Source: an optimization exercise on an open RTL-to-GDS flow (aim: small area). Production flows keep margins and buffers that such runs may drop. At most, simulation tests tie the RTL to the original design; equivalence was not proved.

==> trial 40 <==
==> flow/design.v <==
`timescale 1ns/1ps
module VM(i_clk, i_rst_n, i_buy, i_product, i_money,
          o_busy, o_no_change, o_not_enough, o_other_product,
          o_change, o_strobe_ch, o_product, o_strobe_pr, o_empty);
input           i_clk, i_rst_n, i_buy;
input   [3:0]   i_product;
input   [15:0]  i_money;
output          o_busy, o_no_change, o_not_enough, o_other_product, o_empty;
output  [3:0]   o_product;
output  [15:0]  o_change;
output          o_strobe_ch, o_strobe_pr;
localparam [2:0] S_START = 3'd0,
                 S_ORDER = 3'd1,
                 S_MONEY = 3'd2,
                 S_CALC  = 3'd3,
                 S_SEL   = 3'd4,
                 S_CASH  = 3'd5,
                 S_GIVE  = 3'd6,
                 S_EMPTY = 3'd7;
reg [2:0]  st;
reg        ne, op, pcv, sc, nc;
reg [3:0]  idx;             
reg [9:0]  amount;
wire [9:0] ab = {ab[8:0] & ~amount[8:0], 1'b1};
reg [15:0] x, y;            
reg [3:0]  rp;              
reg [9:0]  c0, c1, c2, c3, c4, c5, c6, c7, c8, c9, c11;
reg [6:0]  c10;             
wire st_start = st == S_START;
wire st_order = st == S_ORDER;
wire st_money = st == S_MONEY;
wire st_calc  = st == S_CALC;
wire st_sel   = st == S_SEL;
wire st_cash  = st == S_CASH;
wire st_give  = st == S_GIVE;
wire st_empty = st == S_EMPTY;
wire avail, all_zero;
wire take = st_order & avail;
vm_stock u_stock(.i_clk(i_clk), .i_rst_n(i_rst_n), .take(take), .i_product(i_product), .avail(avail), .all_zero(all_zero));
reg [15:0] price;
always @* begin
    case (rp)
        4'd4:  price = 16'd1200;
        4'd5, 4'd8, 4'd9: price = 16'd2100;
        4'd7:  price = 16'd1000;
        4'd10: price = 16'd600;
        default: price = 16'd1600;
    endcase
end
reg [15:0] denom;
always @* begin
    case (idx)
        4'd0:  denom = 16'd10000;
        4'd1:  denom = 16'd5000;
        4'd2:  denom = 16'd2000;
        4'd3:  denom = 16'd1000;
        4'd4:  denom = 16'd500;
        4'd5:  denom = 16'd200;
        4'd6:  denom = 16'd100;
        4'd7:  denom = 16'd50;
        4'd8:  denom = 16'd25;
        4'd9:  denom = 16'd10;
        4'd10: denom = 16'd5;
        default: denom = 16'd1;
    endcase
end
wire [15:0] k  = st_calc ? price : denom;
wire [15:0] b  = st_money ? i_money : ~k;
wire [16:0] cy;
wire [15:0] s0 = x ^ b;
assign cy[0] = ~st_money;
genvar ai;
generate for (ai = 0; ai < 16; ai = ai + 1) begin : g_add
    assign cy[ai+1] = (x[ai] & b[ai]) | (cy[ai] & s0[ai]);
end endgenerate
wire [16:0] s = {cy[16], s0 ^ cy[15:0]};
reg         ge_lo;
integer gj;
always @* begin
    ge_lo = 1'b1;
    for (gj = 0; gj < 12; gj = gj + 1)
        ge_lo = (s[gj] & ~price[gj]) | (~(s[gj] ^ price[gj]) & ge_lo);
end
wire        ge_price = (|s[15:12]) | ge_lo;
wire        amt_nz = |amount;
wire        succ = s[16] & amt_nz;            
wire        z = ~|x;                          
wire [11:0] ihot;
genvar gi;
generate for (gi = 0; gi < 12; gi = gi + 1) begin : g_ih
    assign ihot[gi] = idx == gi;
end endgenerate
wire last = ihot[11];
wire [11:0] nhot = {ihot[10:0] & {11{~z}}, last | z};
wire [11:0] mhot;
assign mhot[0]  = i_money == 16'd10000;
assign mhot[1]  = i_money == 16'd5000;
assign mhot[2]  = i_money == 16'd2000;
assign mhot[3]  = i_money == 16'd1000;
assign mhot[4]  = i_money == 16'd500;
assign mhot[5]  = i_money == 16'd200;
assign mhot[6]  = i_money == 16'd100;
assign mhot[7]  = i_money == 16'd50;
assign mhot[8]  = i_money == 16'd25;
assign mhot[9]  = i_money == 16'd10;
assign mhot[10] = i_money == 16'd5;
assign mhot[11] = i_money == 16'd1;
wire [11:0] whot = {mhot[11], 1'b0, mhot[9:8], mhot[7] | mhot[10], mhot[6:0]};
wire [11:0] rs = st_money ? mhot : nhot;
wire [9:0] r = ({10{rs[0]}}  & c0)  | ({10{rs[1]}}  & c1)  | ({10{rs[2]}}  & c2)  |
               ({10{rs[3]}}  & c3)  | ({10{rs[4]}}  & c4)  | ({10{rs[5]}}  & c5)  |
               ({10{rs[6]}}  & c6)  | ({10{rs[7]}}  & c7)  | ({10{rs[8]}}  & c8)  |
               ({10{rs[9]}}  & c9)  | ({10{rs[10]}} & {3'd0, c10}) | ({10{rs[11]}} & c11);
wire [9:0] rc = {rc[8:0] & r[8:0], 1'b1};
wire [9:0] w = st_money ? r ^ rc : amount;
wire [11:0] we = ({12{st_money}} & whot) | ({12{st_cash & sc}} & ihot);
always @(posedge i_clk, negedge i_rst_n) begin
    if (!i_rst_n) begin
        c0 <= 10'd100; c1 <= 10'd100; c2 <= 10'd100; c3 <= 10'd100;
        c4 <= 10'd100; c5 <= 10'd100; c6 <= 10'd100; c7 <= 10'd100;
        c8 <= 10'd100; c9 <= 10'd100; c10 <= 7'd100; c11 <= 10'd100;
    end else begin
        if (we[0])  c0  <= w;
        if (we[1])  c1  <= w;
        if (we[2])  c2  <= w;
        if (we[3])  c3  <= w;
        if (we[4])  c4  <= w;
        if (we[5])  c5  <= w;
        if (we[6])  c6  <= w;
        if (we[7])  c7  <= w;
        if (we[8])  c8  <= w;
        if (we[9])  c9  <= w;
        if (we[10]) c10 <= w[6:0];
        if (we[11]) c11 <= w;
    end
end
always @(posedge i_clk, negedge i_rst_n) begin
    if (!i_rst_n) begin
        amount <= 10'd100;
        idx    <= 4'd0;
    end else begin
        if (st_cash) begin
            amount <= r;
            idx    <= (last | z) ? 4'd0 : idx ^ {&idx[2:0], &idx[1:0], idx[0], 1'b1};
        end else if (st_sel & succ)
            amount <= amount ^ ab;
    end
end
always @(posedge i_clk) begin
    if (st_order) rp <= i_product;
    if (st_money) y <= s[15:0];
    if (st_order)
        x <= 16'd0;
    else if (st_money | st_calc | (st_sel & succ))
        x <= s[15:0];
    else if (st_cash & nhot[0])
        x <= y;
end
always @(posedge i_clk, negedge i_rst_n) begin
    if (!i_rst_n) begin
        st  <= S_START;
        ne  <= 1'b0;
        op  <= 1'b0;
        pcv <= 1'b0;
        sc  <= 1'b0;
        nc  <= 1'b0;
    end else begin
        ne  <= st_money & ~ge_price;
        op  <= st_order & ~avail;
        pcv <= st_sel & succ;
        case (st)
            S_START: if (all_zero) st <= S_EMPTY;
                     else if (i_buy) st <= S_ORDER;
            S_ORDER: if (avail) st <= S_MONEY;
            S_MONEY: if (ge_price) st <= S_CALC;
            S_CALC:  st <= S_SEL;
            S_SEL:   if (~succ) st <= S_CASH;
            S_CASH:  begin
                if (last & ~z) begin
                    st <= S_SEL; sc <= 1'b1; nc <= 1'b1;
                end else if (z) begin
                    if (sc) begin
                        st <= S_START; sc <= 1'b0; nc <= 1'b0;
                    end else
                        st <= S_GIVE;
                end else
                    st <= S_SEL;
            end
            S_GIVE:  begin st <= S_CALC; sc <= 1'b1; end
            default: ;
        endcase
    end
end
assign o_busy          = ~st_start;
assign o_empty         = st_empty;
assign o_strobe_pr     = st_give;
assign o_product       = {4{st_give}} & rp;
assign o_change        = {16{pcv}} & denom;
assign o_strobe_ch     = sc;
assign o_no_change     = nc;
assign o_not_enough    = ne;
assign o_other_product = op;
endmodule
module vm_stock(input i_clk, input i_rst_n, input take, input [3:0] i_product, output reg avail, output all_zero);
reg [2:0]  u1, u2, u3, u4, u5, u6, u7, u8, u9;
reg [3:0]  u10;
wire [10:1] nz = {~u10[3], ~(u9[2]&u9[1]), ~(u8[2]&u8[1]), ~(u7[2]&u7[1]), ~(u6[2]&u6[1]),
                  ~(u5[2]&u5[1]), ~(u4[2]&u4[1]), ~(u3[2]&u3[1]), ~(u2[2]&u2[1]), ~(u1[2]&u1[1])};
assign all_zero = ~|nz;
always @* begin
    case (i_product)
        4'd1: avail = nz[1];
        4'd2: avail = nz[2];
        4'd3: avail = nz[3];
        4'd4: avail = nz[4];
        4'd5: avail = nz[5];
        4'd6: avail = nz[6];
        4'd7: avail = nz[7];
        4'd8: avail = nz[8];
        4'd9: avail = nz[9];
        4'd10: avail = nz[10];
        default: avail = 1'b0;
    endcase
end
wire [10:1] e;
genvar i;
generate for (i = 1; i <= 10; i = i + 1) begin : g_e
    assign e[i] = take & (i_product == i);
end endgenerate
always @(posedge i_clk, negedge i_rst_n) begin
    if (!i_rst_n) begin
        u1 <= 0; u2 <= 0; u3 <= 0; u4 <= 0; u5 <= 0;
        u6 <= 0; u7 <= 0; u8 <= 0; u9 <= 0; u10 <= 0;
    end else begin
        u1 <= u1 ^ ({u1[1]&u1[0], u1[0], 1'b1} & {3{e[1]}});
        u2 <= u2 ^ ({u2[1]&u2[0], u2[0], 1'b1} & {3{e[2]}});
        u3 <= u3 ^ ({u3[1]&u3[0], u3[0], 1'b1} & {3{e[3]}});
        u4 <= u4 ^ ({u4[1]&u4[0], u4[0], 1'b1} & {3{e[4]}});
        u5 <= u5 ^ ({u5[1]&u5[0], u5[0], 1'b1} & {3{e[5]}});
        u6 <= u6 ^ ({u6[1]&u6[0], u6[0], 1'b1} & {3{e[6]}});
        u7 <= u7 ^ ({u7[1]&u7[0], u7[0], 1'b1} & {3{e[7]}});
        u8 <= u8 ^ ({u8[1]&u8[0], u8[0], 1'b1} & {3{e[8]}});
        u9 <= u9 ^ ({u9[1]&u9[0], u9[0], 1'b1} & {3{e[9]}});
        u10 <= u10 ^ ({u10[2]&u10[1]&u10[0], u10[1]&u10[0], u10[0], 1'b1} & {4{e[10]}});
    end
end
endmodule
==> flow/run.sh <==
#!/bin/bash
# synth_recipe.tcl (not shown) runs the flow's synth.tcl, then flattens the netlist and writes it again
# the make line also repeats each setting of config.mk as NAME=value (left out here)
make -C /OpenROAD-flow-scripts/flow DESIGN_CONFIG=/design/flow/config.mk WORK_HOME=/design/flow/orfs CLKGATE_MAP_FILE= SYNTH_SCRIPT=/design/flow/synth_recipe.tcl finish
==> flow/config.mk <==
export PLATFORM = sky130hd
export DESIGN_NAME = VM
export DESIGN_NICKNAME = VM
export VERILOG_FILES = /design/flow/design.v
export SDC_FILE = /design/flow/constraint.sdc
export NUM_CORES = 4
export LEC_CHECK = 0
export CAP_MARGIN = 20
export CORE_MARGIN = 2
export CORE_UTILIZATION = 40
export SLEW_MARGIN = 20
==> flow/constraint.sdc <==
create_clock -name core_clock -period 8.0 [get_ports {i_clk}]
set_input_delay 1.6000 -clock core_clock [delete_from_list [all_inputs] [get_ports {i_clk}]]
set_output_delay 1.6000 -clock core_clock [all_outputs]
set_load 0.01 [all_outputs]
==> trial 45: changes against trial 40 <==
==> flow/design.v, changed modules only <==
module VM(i_clk, i_rst_n, i_buy, i_product, i_money,
          o_busy, o_no_change, o_not_enough, o_other_product,
          o_change, o_strobe_ch, o_product, o_strobe_pr, o_empty);
input           i_clk, i_rst_n, i_buy;
input   [3:0]   i_product;
input   [15:0]  i_money;
output          o_busy, o_no_change, o_not_enough, o_other_product, o_empty;
output  [3:0]   o_product;
output  [15:0]  o_change;
output          o_strobe_ch, o_strobe_pr;
localparam [2:0] S_START = 3'd0,
                 S_ORDER = 3'd1,
                 S_MONEY = 3'd2,
                 S_CALC  = 3'd3,
                 S_SEL   = 3'd4,
                 S_CASH  = 3'd5,
                 S_GIVE  = 3'd6,
                 S_EMPTY = 3'd7;
reg [2:0]  st;
reg        ne, op, pcv, sc, nc;
reg [3:0]  idx;             
localparam [9:0] K100 = 10'd100;    
reg [9:0]  amount_n;
wire [9:0] amount = amount_n ^ K100;
wire [9:0] ab = {ab[8:0] & ~amount[8:0], 1'b1};
reg [15:0] x, y;            
reg [3:0]  rp;              
reg [9:0]  c0, c1, c2, c3, c4, c5, c6, c7, c8, c9, c11;
reg [6:0]  c10;             
wire st_start = st == S_START;
wire st_order = st == S_ORDER;
wire st_money = st == S_MONEY;
wire st_calc  = st == S_CALC;
wire st_sel   = st == S_SEL;
wire st_cash  = st == S_CASH;
wire st_give  = st == S_GIVE;
wire st_empty = st == S_EMPTY;
reg [2:0]  u1, u2, u3, u4, u5, u6, u7, u8, u9;
reg [3:0]  u10;
wire [10:1] nz = {~u10[3], ~(u9[2]&u9[1]), ~(u8[2]&u8[1]), ~(u7[2]&u7[1]), ~(u6[2]&u6[1]),
                  ~(u5[2]&u5[1]), ~(u4[2]&u4[1]), ~(u3[2]&u3[1]), ~(u2[2]&u2[1]), ~(u1[2]&u1[1])};
wire all_zero = ~|nz;
reg  avail;
always @* begin
    case (i_product)
        4'd1: avail = nz[1];
        4'd2: avail = nz[2];
        4'd3: avail = nz[3];
        4'd4: avail = nz[4];
        4'd5: avail = nz[5];
        4'd6: avail = nz[6];
        4'd7: avail = nz[7];
        4'd8: avail = nz[8];
        4'd9: avail = nz[9];
        4'd10: avail = nz[10];
        default: avail = 1'b0;
    endcase
end
wire take = st_order & avail;
wire [10:1] e;
genvar i;
generate for (i = 1; i <= 10; i = i + 1) begin : g_e
    assign e[i] = take & (i_product == i);
end endgenerate
always @(posedge i_clk, negedge i_rst_n) begin
    if (!i_rst_n) begin
        u1 <= 0; u2 <= 0; u3 <= 0; u4 <= 0; u5 <= 0;
        u6 <= 0; u7 <= 0; u8 <= 0; u9 <= 0; u10 <= 0;
    end else begin
        u1 <= u1 ^ ({u1[1]&u1[0], u1[0], 1'b1} & {3{e[1]}});
        u2 <= u2 ^ ({u2[1]&u2[0], u2[0], 1'b1} & {3{e[2]}});
        u3 <= u3 ^ ({u3[1]&u3[0], u3[0], 1'b1} & {3{e[3]}});
        u4 <= u4 ^ ({u4[1]&u4[0], u4[0], 1'b1} & {3{e[4]}});
        u5 <= u5 ^ ({u5[1]&u5[0], u5[0], 1'b1} & {3{e[5]}});
        u6 <= u6 ^ ({u6[1]&u6[0], u6[0], 1'b1} & {3{e[6]}});
        u7 <= u7 ^ ({u7[1]&u7[0], u7[0], 1'b1} & {3{e[7]}});
        u8 <= u8 ^ ({u8[1]&u8[0], u8[0], 1'b1} & {3{e[8]}});
        u9 <= u9 ^ ({u9[1]&u9[0], u9[0], 1'b1} & {3{e[9]}});
        u10 <= u10 ^ ({u10[2]&u10[1]&u10[0], u10[1]&u10[0], u10[0], 1'b1} & {4{e[10]}});
    end
end
reg [15:0] price;
always @* begin
    case (rp)
        4'd4:  price = 16'd1200;
        4'd5, 4'd8, 4'd9: price = 16'd2100;
        4'd7:  price = 16'd1000;
        4'd10: price = 16'd600;
        default: price = 16'd1600;
    endcase
end
reg [15:0] denom;
always @* begin
    case (idx)
        4'd0:  denom = 16'd10000;
        4'd1:  denom = 16'd5000;
        4'd2:  denom = 16'd2000;
        4'd3:  denom = 16'd1000;
        4'd4:  denom = 16'd500;
        4'd5:  denom = 16'd200;
        4'd6:  denom = 16'd100;
        4'd7:  denom = 16'd50;
        4'd8:  denom = 16'd25;
        4'd9:  denom = 16'd10;
        4'd10: denom = 16'd5;
        default: denom = 16'd1;
    endcase
end
wire [15:0] k  = st_calc ? price : denom;
wire [15:0] b  = st_money ? i_money : ~k;
wire [15:0] s0 = x ^ b;
wire [15:0] g0 = x & b;
wire [8:0]  cl;                   
wire [8:0]  ch0, ch1;             
assign cl[0]  = ~st_money;
assign ch0[0] = 1'b0;
assign ch1[0] = 1'b1;
genvar ai;
generate for (ai = 0; ai < 8; ai = ai + 1) begin : g_add
    assign cl[ai+1]  = g0[ai]   | (cl[ai]  & s0[ai]);
    assign ch0[ai+1] = g0[ai+8] | (ch0[ai] & s0[ai+8]);
    assign ch1[ai+1] = g0[ai+8] | (ch1[ai] & s0[ai+8]);
end endgenerate
wire [7:0]  sh = cl[8] ? s0[15:8] ^ ch1[7:0] : s0[15:8] ^ ch0[7:0];
wire        co = cl[8] ? ch1[8] : ch0[8];
wire [16:0] s = {co, sh, s0[7:0] ^ cl[7:0]};
reg         ge_lo;
integer gj;
always @* begin
    ge_lo = 1'b1;
    for (gj = 0; gj < 12; gj = gj + 1)
        ge_lo = (s[gj] & ~price[gj]) | (~(s[gj] ^ price[gj]) & ge_lo);
end
wire        ge_price = (|s[15:12]) | ge_lo;
wire        amt_nz = |amount;
wire        succ = s[16] & amt_nz;            
wire        z = ~|x;                          
wire [11:0] ihot;
genvar gi;
generate for (gi = 0; gi < 12; gi = gi + 1) begin : g_ih
    assign ihot[gi] = idx == gi;
end endgenerate
wire last = ihot[11];
wire [11:0] nhot = {ihot[10:0] & {11{~z}}, last | z};
wire [11:0] mhot;
assign mhot[0]  = i_money == 16'd10000;
assign mhot[1]  = i_money == 16'd5000;
assign mhot[2]  = i_money == 16'd2000;
assign mhot[3]  = i_money == 16'd1000;
assign mhot[4]  = i_money == 16'd500;
assign mhot[5]  = i_money == 16'd200;
assign mhot[6]  = i_money == 16'd100;
assign mhot[7]  = i_money == 16'd50;
assign mhot[8]  = i_money == 16'd25;
assign mhot[9]  = i_money == 16'd10;
assign mhot[10] = i_money == 16'd5;
assign mhot[11] = i_money == 16'd1;
wire [11:0] whot = {mhot[11], 1'b0, mhot[9:8], mhot[7] | mhot[10], mhot[6:0]};
wire [11:0] rs = st_money ? mhot : nhot;
wire [9:0] r = K100 ^ (({10{rs[0]}}  & c0)  | ({10{rs[1]}}  & c1)  | ({10{rs[2]}}  & c2)  |
               ({10{rs[3]}}  & c3)  | ({10{rs[4]}}  & c4)  | ({10{rs[5]}}  & c5)  |
               ({10{rs[6]}}  & c6)  | ({10{rs[7]}}  & c7)  | ({10{rs[8]}}  & c8)  |
               ({10{rs[9]}}  & c9)  | ({10{rs[10]}} & {3'd0, c10}) | ({10{rs[11]}} & c11));
wire [9:0] rc = {rc[8:0] & r[8:0], 1'b1};
wire [9:0] w = st_money ? r ^ rc ^ K100 : amount_n;    
wire [11:0] we = ({12{st_money}} & whot) | ({12{st_cash & sc}} & ihot);
always @(posedge i_clk, negedge i_rst_n) begin
    if (!i_rst_n) begin
        c0 <= 10'd0; c1 <= 10'd0; c2 <= 10'd0; c3 <= 10'd0;
        c4 <= 10'd0; c5 <= 10'd0; c6 <= 10'd0; c7 <= 10'd0;
        c8 <= 10'd0; c9 <= 10'd0; c10 <= 7'd0; c11 <= 10'd0;
    end else begin
        if (we[0])  c0  <= w;
        if (we[1])  c1  <= w;
        if (we[2])  c2  <= w;
        if (we[3])  c3  <= w;
        if (we[4])  c4  <= w;
        if (we[5])  c5  <= w;
        if (we[6])  c6  <= w;
        if (we[7])  c7  <= w;
        if (we[8])  c8  <= w;
        if (we[9])  c9  <= w;
        if (we[10]) c10 <= w[6:0];
        if (we[11]) c11 <= w;
    end
end
always @(posedge i_clk, negedge i_rst_n) begin
    if (!i_rst_n) begin
        amount_n <= 10'd0;
        idx    <= 4'd0;
    end else begin
        if (st_cash) begin
            amount_n <= r ^ K100;
            idx    <= (last | z) ? 4'd0 : idx ^ {&idx[2:0], &idx[1:0], idx[0], 1'b1};
        end else if (st_sel & succ)
            amount_n <= amount_n ^ ab;
    end
end
always @(posedge i_clk) begin
    if (st_order) rp <= i_product;
    if (st_money) y <= s[15:0];
    if (st_order)
        x <= 16'd0;
    else if (st_money | st_calc | (st_sel & succ))
        x <= s[15:0];
    else if (st_cash & nhot[0])
        x <= y;
end
always @(posedge i_clk, negedge i_rst_n) begin
    if (!i_rst_n) begin
        st  <= S_START;
        ne  <= 1'b0;
        op  <= 1'b0;
        pcv <= 1'b0;
        sc  <= 1'b0;
        nc  <= 1'b0;
    end else begin
        ne  <= st_money & ~ge_price;
        op  <= st_order & ~avail;
        pcv <= st_sel & succ;
        case (st)
            S_START: if (all_zero) st <= S_EMPTY;
                     else if (i_buy) st <= S_ORDER;
            S_ORDER: if (avail) st <= S_MONEY;
            S_MONEY: if (ge_price) st <= S_CALC;
            S_CALC:  st <= S_SEL;
            S_SEL:   if (~succ) st <= S_CASH;
            S_CASH:  begin
                if (last & ~z) begin
                    st <= S_SEL; sc <= 1'b1; nc <= 1'b1;
                end else if (z) begin
                    if (sc) begin
                        st <= S_START; sc <= 1'b0; nc <= 1'b0;
                    end else
                        st <= S_GIVE;
                end else
                    st <= S_SEL;
            end
            S_GIVE:  begin st <= S_CALC; sc <= 1'b1; end
            default: ;
        endcase
    end
end
assign o_busy          = ~st_start;
assign o_empty         = st_empty;
assign o_strobe_pr     = st_give;
assign o_product       = {4{st_give}} & rp;
assign o_change        = {16{pcv}} & denom;
assign o_strobe_ch     = sc;
assign o_no_change     = nc;
assign o_not_enough    = ne;
assign o_other_product = op;
endmodule
// module vm_stock removed
==> flow/flow/run.sh (new file) <==
#!/bin/bash
set -euo pipefail
W=$(cd "$(dirname "$0")/.." && pwd)
mkdir -p "$W/own"

# synthesis script: ORFS's synth.tcl with the ABC script swapped
sed "s|log_cmd abc {\*}\$abc_args|log_cmd abc -script $W/flow/abc.script {*}[lrange \$abc_args 2 end]|" \
  "$FLOW_HOME/scripts/synth.tcl" > "$W/own/synth.tcl"
grep -q "abc -script $W/flow/abc.script" "$W/own/synth.tcl"
sed "s|source \$::env(SCRIPTS_DIR)/synth.tcl|source $W/own/synth.tcl|" \
  "$W/synth_recipe.tcl" > "$W/own/synth_recipe.tcl"
grep -q "source $W/own/synth.tcl" "$W/own/synth_recipe.tcl"
sed "s|SYNTH_SCRIPT=[^ ]*|SYNTH_SCRIPT=$W/own/synth_recipe.tcl|" "$W/standard.sh" > "$W/own/standard.sh"
grep -q "SYNTH_SCRIPT=$W/own/synth_recipe.tcl" "$W/own/standard.sh"

cd "$W"
bash "$W/own/standard.sh" \
  "BUFFER_PORTS_ARGS=-buffer_cell sky130_fd_sc_hd__buf_2" \
  "CTS_ARGS=-sink_clustering_enable -repair_clock_nets -sink_clustering_size 20 -sink_clustering_max_diameter 60 -buf_list sky130_fd_sc_hd__clkbuf_8 -dont_use_dummy_load" \
  finish > "$W/flow.log" 2>&1
test -s "$W/out/final.def"
==> flow/flow/abc.script (new file) <==
strash
&get -n
&st
&dch
&nf -p
&put
topo
==> flow/standard.sh (new file) <==
#!/bin/bash
# synth_recipe.tcl (not shown) runs the flow's synth.tcl, then flattens the netlist and writes it again
# the make line also repeats each setting of config.mk as NAME=value (left out here)
make -C /OpenROAD-flow-scripts/flow DESIGN_CONFIG=/design/flow/config.mk WORK_HOME=/design/flow/orfs CLKGATE_MAP_FILE= SYNTH_SCRIPT=/design/flow/synth_recipe.tcl "${@:-finish}"
Settings changed: CORE_UTILIZATION 40 to 75.
removed: flow/run.sh
==> notes.md <==
Of trial 45 and trial 40, trial 40 has the higher wire length (gap 6.3%, measured against trial 40). Against trial 45, the die area of trial 40 is higher by about 100%. Against trial 45, the sequential share of layout area of trial 40 is lower by 5.5 points. In trial 45 the design area is smaller than in trial 40, by 12%.
The RTL of trial 40 was laid out without a check of its function.

## afterwards: timing with drivers on the ports
How much do the figures lean on ideal ports? The routed layouts below were timed once more, with nothing changed but the port constraints.
Step 1 (the two cells are an assumption about what drives the block):
set clk [get_ports {i_clk}]
set_driving_cell -lib_cell sky130_fd_sc_hd__clkbuf_16 $clk
set_driving_cell -lib_cell sky130_fd_sc_hd__buf_2 [delete_from_list [all_inputs] $clk]
Step 2 also shifts input and output timing later by t, the mid clock arrival at the registers, as if the neighbouring blocks saw the same clock.
a / b / c = ideal ports / drivers / drivers and shift; a / b = the first two.
run	t, ns	slack for setup (ns)	slew at the worst register clock pin (ns)
trial 40	0.544	0.279 / 0.298 / -0.245	0.06 / 0.06
trial 45	0.530	0.254 / 0.275 / -0.255	0.12 / 0.12
With both steps, setup timing fails in trial 40 and trial 45, where it was met with ideal ports. For trial 40, which loses most, drivers alone change the setup slack by +0.019 ns; drivers and shift together by -0.524 ns.
